This design comes from an exercise in tuning for a short achievable clock period and few clock cycles on the open sky130 flow, not from production work.
In this exercise RTL edits were held to simulation tests only and were not proved equivalent to the original.
Power is estimated from default activity; no workload was simulated.

`design/flow/run.sh`:
```
#!/bin/bash
# synth_recipe.tcl (not shown) runs the flow's synth.tcl, then flattens the netlist and writes it again
# the make line also repeats each setting of config.mk as NAME=value (left out here)
make -C /OpenROAD-flow-scripts/flow DESIGN_CONFIG=/design/flow/config.mk WORK_HOME=/design/flow/orfs CLKGATE_MAP_FILE= SYNTH_SCRIPT=/design/flow/synth_recipe.tcl finish
```
`design/flow/constraint.sdc`:
```
create_clock -name core_clock -period 7.5 [get_ports {clk}]
set_input_delay 1.5000 -clock core_clock [delete_from_list [all_inputs] [get_ports {clk}]]
set_output_delay 1.5000 -clock core_clock [all_outputs]
set_load 0.01 [all_outputs]
```
`design/flow/config.mk`:
```
export PLATFORM = sky130hd
export DESIGN_NAME = Full
export DESIGN_NICKNAME = Full
export VERILOG_FILES = /design/flow/design.v
export SDC_FILE = /design/flow/constraint.sdc
export NUM_CORES = 4
export LEC_CHECK = 0
export CAP_MARGIN = 20
export CORE_MARGIN = 2
export CORE_UTILIZATION = 40
export SETUP_SLACK_MARGIN = 5
export SLEW_MARGIN = 20
export TNS_END_PERCENT = 100
```
`design/flow/design.v`:
```
`timescale 1ns / 1ps
module Full(input clk, input reset,
	output mem_req, output mem_we, output[15:0] mem_addr, output[15:0] mem_wdata,
	input[15:0] mem_rdata, input mem_ready);
	function [15:0] add16(input [15:0] a, input [15:0] b);
		reg [15:0] g, p, g1, p1, g2, p2, g3, p3, g4;
		integer k;
		begin
			g = a & b; p = a ^ b;
			for (k = 0; k < 16; k = k + 1) begin
				g1[k] = (k >= 1) ? g[k] | (p[k] & g[k-1]) : g[k];
				p1[k] = (k >= 1) ? p[k] & p[k-1] : p[k];
			end
			for (k = 0; k < 16; k = k + 1) begin
				g2[k] = (k >= 2) ? g1[k] | (p1[k] & g1[k-2]) : g1[k];
				p2[k] = (k >= 2) ? p1[k] & p1[k-2] : p1[k];
			end
			for (k = 0; k < 16; k = k + 1) begin
				g3[k] = (k >= 4) ? g2[k] | (p2[k] & g2[k-4]) : g2[k];
				p3[k] = (k >= 4) ? p2[k] & p2[k-4] : p2[k];
			end
			for (k = 0; k < 16; k = k + 1)
				g4[k] = (k >= 8) ? g3[k] | (p3[k] & g3[k-8]) : g3[k];
			add16 = p ^ {g4[14:0], 1'b0};
		end
	endfunction
	reg [15:0] R [0:7];
	reg        N, Z, P;
	reg [15:0] M;         
	reg [15:0] FA;        
	reg [15:0] A, B, S;   
	reg [2:0]  D;         
	reg        xADD, xAND, xNOT, xJSR, xLD, xST;
	reg        we;
	reg [15:0] cIR  [0:15];
	reg [15:0] cTGT [0:15];
	reg [11:0] cTag [0:15];
	reg [15:0] cV;
	reg        fill;      
	assign mem_addr  = M;
	assign mem_we    = we;
	assign mem_req   = 1'b1;
	assign mem_wdata = S;
	wire [15:0] sum  = add16(A, B);
	wire [15:0] band = A & B;
	wire [15:0] zv   = ~((A ^ B) ^ {A[14:0] | B[14:0], 1'b0});
	wire        xALU = xADD | xAND | xNOT;
	wire [15:0] res  = xLD ? mem_rdata : xADD ? sum : xAND ? band : ~A;
	wire        resZ = xLD ? (mem_rdata == 16'd0) : xADD ? (&zv) : xAND ? (band == 16'd0) : (&A);
	wire        wr   = xALU | xLD;
	wire        nN   = wr ? res[15] : N;
	wire        nZ   = wr ? resZ : Z;
	wire        nP   = wr ? ~res[15] & ~resZ : P;
	wire [15:0] R7n  = xJSR ? FA : R[7];
	function [15:0] rd(input [2:0] s);
		rd = (wr && D == s) ? res : (xJSR && s == 3'd7) ? FA : R[s];
	endfunction
	wire        fetch = ~(xLD | xST);
	wire [15:0] ins  = mem_rdata;
	wire [3:0]  op   = ins[15:12];
	wire [15:0] inc  = M + 16'd1;
	wire [15:0] off  = ins[14] ? {{5{ins[10]}}, ins[10:0]} : {{7{ins[8]}}, ins[8:0]};
	wire [15:0] tgt  = add16(inc, off);
	wire        iBR  = (op == 4'b0000);
	wire        iJSR = (op == 4'b0100);
	wire        iLD  = (op == 4'b0010);
	wire        iST  = (op == 4'b0011);
	wire        iRET = (op == 4'b1100);
	wire        take = iJSR | iLD | iST |
	                   (iBR & ((ins[11] & nN) | (ins[10] & nZ) | (ins[9] & nP)));
	wire [15:0] nM   = take ? tgt : iRET ? R7n : inc;
	wire [3:0]  ci   = FA[3:0];
	wire        hit  = cV[ci] & (cTag[ci] == FA[15:4]) & ~(xST & (M == FA));
	wire [15:0] cins = cIR[ci];
	wire [3:0]  cop  = cins[15:12];
	wire [15:0] cinc = FA + 16'd1;
	wire        cBR  = (cop == 4'b0000);
	wire        cJSR = (cop == 4'b0100);
	wire        cLD  = (cop == 4'b0010);
	wire        cST  = (cop == 4'b0011);
	wire        cRET = (cop == 4'b1100);
	wire        ctake = cJSR | cLD | cST |
	                    (cBR & ((cins[11] & nN) | (cins[10] & nZ) | (cins[9] & nP)));
	wire [15:0] cnM  = ctake ? cTGT[ci] : cRET ? R7n : cinc;
	wire [3:0]  si   = M[3:0];    
	integer i;
	always @(posedge clk) begin
		if (reset) begin
			for (i = 0; i < 8; i = i + 1) R[i] <= 16'd0;
			N <= 1'b0; Z <= 1'b0; P <= 1'b0;
			M <= 16'd0; FA <= 16'd0; A <= 16'd0; B <= 16'd0; S <= 16'd0; D <= 3'd0;
			xADD <= 1'b0; xAND <= 1'b0; xNOT <= 1'b0; xJSR <= 1'b0; xLD <= 1'b0; xST <= 1'b0;
			we <= 1'b0;
			cV <= 16'd0; fill <= 1'b0;
		end else if (mem_ready) begin
			if (wr) R[D] <= res;
			if (xJSR) R[7] <= FA;
			N <= nN; Z <= nZ; P <= nP;
			if (fetch) begin
				M    <= nM;
				FA   <= inc;
				A    <= rd(ins[8:6]);
				B    <= ins[5] ? {{11{ins[4]}}, ins[4:0]} : rd(ins[2:0]);
				S    <= rd(ins[11:9]);
				D    <= ins[11:9];
				xADD <= (op == 4'b0001);
				xAND <= (op == 4'b0101);
				xNOT <= (op == 4'b1001);
				xJSR <= iJSR;
				xLD  <= iLD;
				xST  <= iST;
				we   <= iST;
				fill <= 1'b0;
				if (fill) begin
					cIR[M[3:0]]  <= ins;
					cTGT[M[3:0]] <= tgt;
					cTag[M[3:0]] <= M[15:4];
					cV[M[3:0]]   <= 1'b1;
				end
			end else if (hit) begin
				M    <= cnM;
				FA   <= cinc;
				A    <= rd(cins[8:6]);
				B    <= cins[5] ? {{11{cins[4]}}, cins[4:0]} : rd(cins[2:0]);
				S    <= rd(cins[11:9]);
				D    <= cins[11:9];
				xADD <= (cop == 4'b0001);
				xAND <= (cop == 4'b0101);
				xNOT <= (cop == 4'b1001);
				xJSR <= cJSR;
				xLD  <= cLD;
				xST  <= cST;
				we   <= cST;
				fill <= 1'b0;
			end else begin
				M    <= FA;
				xADD <= 1'b0; xAND <= 1'b0; xNOT <= 1'b0; xJSR <= 1'b0; xLD <= 1'b0; xST <= 1'b0;
				we   <= 1'b0;
				fill <= 1'b1;
			end
			if (xST && cTag[si] == M[15:4]) cV[si] <= 1'b0;
		end
	end
endmodule
```
==> impl_metrics.py <==
metrics = {
    "synth": {
        "synth-edff-count": 832,
        "synth_area_per_cell_sq_um": 13.8,
        "post-synth-top-area-cell": "edfxtp_1",
        "ys.flop_type": "edfxtp_1",
        "yosysSeqAreaShare": 0.544,
        "ys_ff_latch": 949,
        "yosys_warnings": 1,
        "ys_top_cells_by_area": "edfxtp_1 50%, mux4_2 17%, dfxtp_1 4.7%",
        "synth_top_area_frac": 0.498,
        "syn_inst": 3642,
        "netlist_area_sq_um": 50200,
        "synth.distinct_cells": 94,
        "synthArstFlopShare": 0,
        "syn_nets": 3716,
    },
    "global_route": {
        "grt-ovfl-total": 0,
        "grt_first_pass_wirelength_mm": 295,
        "antenna_found_initial": 10,
        "grtUsageTotal": 0.327,
        "grt_max_degree": 64,
        "grt_pass1_vias": 38200,
    },
    "route": {
        "post-route-drc-count": 0,
        "viasPerCell": 6.84,
        "ant_nets": 0,
        "drt-initial-drc-count": 7509,
        "vias": 41200,
        "dr.pass1.iters": 12,
        "finalWirelength_mm": 226,
        "wl_per_cell_um": 37.6,
    },
    "final_layout": {
        "areaGrowthSynthToFinish_pct": 39.8,
        "drive_gt1_frac": 0.448,
        "multi_input_comb_area_sq_um": 24800,
        "layout_commonest_cell": "edfxtp_1",
        "nFillCells": 9129,
        "layout_common_cells": "832 x edfxtp_1, 387 x mux4_2, 321 x buf_4",
        "final_net_count": 4362,
        "final_cells": 6015,
        "seq_area_sq_um": 27500,
    },
    "clock_tree": {
        "cts_tree": "built",
        "cts.sinks": 949,
        "clk_latency_ns": 0.77,
        "h-tree-depth": 3,
        "path_clk_slew_ns": 0.07,
        "clk_path_buf_depth": 3,
        "root_buffer": "clkbuf_16",
        "cts_buffers": 99,
    },
    "worst_setup_path": {
        "worst_ep_required_time_ns": 8.14,
        "max_stage_delay_ns": 0.49,
        "path_class": "register to register",
        "slowest_stage": "mux4_2",
        "end_kind": "register",
        "path_buf_inv": 7,
        "path_cells": "buf_8 > buf_12 > buf_8 > buf_16 > mux4_2 > a22o_1 > a221oi_4 > buf_12 > buf_8 > buf_4 > nand4_4 > o21ai_1 > mux2i_1 > o22a_1 > a311oi_2",
        "crit_fanout": 6,
        "worst_path_dominant_cell_family": "compound AO/OA/AOI/OAI gates",
        "crit_path_frequent_cell": "buf_8",
        "rrSetupSlack_ns": 3.73,
        "cp.arrival_ns": 4.41,
        "cp-start-kind": "register",
    },
    "die": {
        "ios": 53,
        "fp.dieW_um": 358,
        "die_area_sq_um": 128000,
        "fp.coreArea_sq_um": 124000,
        "rows": 129,
        "initial_core_util": 0.404,
        "die_y_um": 358,
    },
    "sta": {
        "post-route-period-util": 0.502,
        "max_slew_margin": 0.0618,
        "finalSetupViolCount": 0,
        "rsz0062_at_grt": "yes",
        "fmax_ghz": 0.265,
        "period_needed_ns": 3.77,
        "setup_tns_ns": 0,
        "worst_pin_slew_ns": 1.41,
        "drv_slew": 0,
        "hold_violations": 0,
        "skew_ns": 0.0561,
    },
    "outcome": {
        "outcome": "no timing/DRC/antenna violations",
    },
    "placed_design": {
        "dp_hpwl_mm": 109,
        "dpl.cell_count": 5163,
        "io_buffers": 51,
        "routabilityCongestion": 1.00,
    },
    "power_and_ir_drop": {
        "leakage_nw": 24.4,
        "power_density_nw_per_um2": 217,
        "peakVddDrop_uv": 207,
    },
    "run": {
        "drv_cap": 0,
    },
    "worst_hold_path": {
        "hp-class": "register to register",
    },
}
## state kept, by name (all words and copies together), names as in the netlist, 3 cells and up, named ones only
register  cells
FA           16
cIR         256
M            16
cTag        192
A            16
cV           16
B            16
R           128
S            16
D             3
cTGT        256
## cell families after synthesis
kind of cell               count (synthesis)  synth area share
AOI/OAI and AO/OA                        634            0.0843
xor gates and xnor gates                 126            0.0223
adders and majority gates                 55            0.0140
buffers and inverters                    372            0.0332
DFF                                      949             0.544
muxes                                    632             0.224
other                                      1         0.0000747
and+or+nand+nor                          873            0.0782
## final timing paths
kind,start,end,cells past startpoint
hold / removal,S[4],S[4],1
setup / recovery,register,M[1],15
setup reg to reg,register,M[1],15
hold reg to reg,S[4],S[4],1
## synth_stat cells, types with 7 or more instances
cell type	instances
xnor2_1	75
inv_1	57
a32o_1	13
nor2b_1	30
o21ai_1	14
dfxtp_1	117
xor2_1	50
and3_1	14
a22o_1	16
nand3_1	74
edfxtp_1	832
a211oi_1	48
o22ai_1	12
or2_2	7
buf_4	15
o22a_1	11
nand4_1	29
nor2_1	320
nand2_1	278
a22oi_1	18
buf_1	34
a31oi_1	41
o21ai_0	141
mux2_2	40
a21oi_1	134
a221oi_1	23
nor4_1	12
mux2i_1	204
o211ai_1	55
mux4_2	387
clkbuf_1	182
a21o_1	10
ha_1	53
a311oi_1	22
nand2b_1	18
o221ai_1	7
o21a_1	7
nor3_1	44
buf_2	65
or3_1	7
buf_6	13
## metal layers
layer  routed length [um]  vias up  share of wire  GRT usage
li1                     -    15800              -          -
met1                74100    20500           0.33      0.405
met2                93400     3666           0.41      0.479
met3                34800     1264           0.15      0.112
met4                23700        6           0.10      0.235
met5                  158        -        0.00070    0.00667
## per-stage QoR
stage | util | hold WS [ns] | instance area [sq um] | total power [mW] | setup slack (ns)
floorplan | - | 0.443 | 52200 | 7.99 | 3.65
CTS | 0.540 | 0.478 | 67000 | 14.7 | 3.95
global route | 0.565 | 0.498 | 70200 | 15.5 | 3.69
detailed placement | 0.434 | 0.465 | 53900 | 8.75 | 1.87
finish | 0.565 | 0.491 | 70200 | 15.2 | 3.73
global placement | 0.433 | 0.460 | 53800 | 8.74 | 2.03
## final cells by class
cell class | instances | area share
Clock buffer | 123 | 0.0377
Multi-Input combinational cell | 2333 | 0.354
Antenna cell | 9 | 0.000321
Timing Repair Buffer | 845 | 0.174
Clock inverter | 59 | 0.00941
Sequential cell | 949 | 0.392
Inverter | 60 | 0.00396
Tap cell | 1637 | 0.0292
## where the power goes
part | switching [mW] | leakage, nW | internal (mW)
combinational | 2.18 | 14.1 | 1.81
clock | 2.25 | 1.60 | 2.87
sequential | 0.155 | 8.70 | 5.94
total | 4.59 | 24.4 | 10.6
## repair_timing
action / 4_1_cts / 5_1_grt
cloned: 97 / 34
setup endpoints to repair: 1334 / 1222
setup buffers: 405 / 124
pin swaps: 149 / 142
hold buffers: 0 / 0
gates resized for setup: 1014 / 311
Testbench counts, summed over its fixed seeds: cycles 29,404.

==> static timing again, ports no longer ideal <==
In the flow no input, the clock included, has a driving cell. The finished layout below was timed again as built, in two steps.
Step 1: set_driving_cell puts a clkbuf_16 on clk and a buf_2 on each other input, an assumption about the parent block.
Step 2 adds t to the input delays and takes it off the output delays; t is the mean of the earliest and latest rising clock arrival at the registers after step 1. Input paths then give back, and output paths get back, about the clock's delay inside the block.
Slacks: ideal / step 1 / step 2; pairs: ideal / step 1.
t, ns: 0.821
setup WS [ns]: 3.731 / 3.731 / 3.054
clock arrival spread, ns: 0.056 / 0.056
worst data-port slew with drivers (ns): 0.34
After both steps this run still meets setup and hold. For this run, drivers alone change the setup slack by 0.000 ns; drivers and shift together by -0.677 ns.
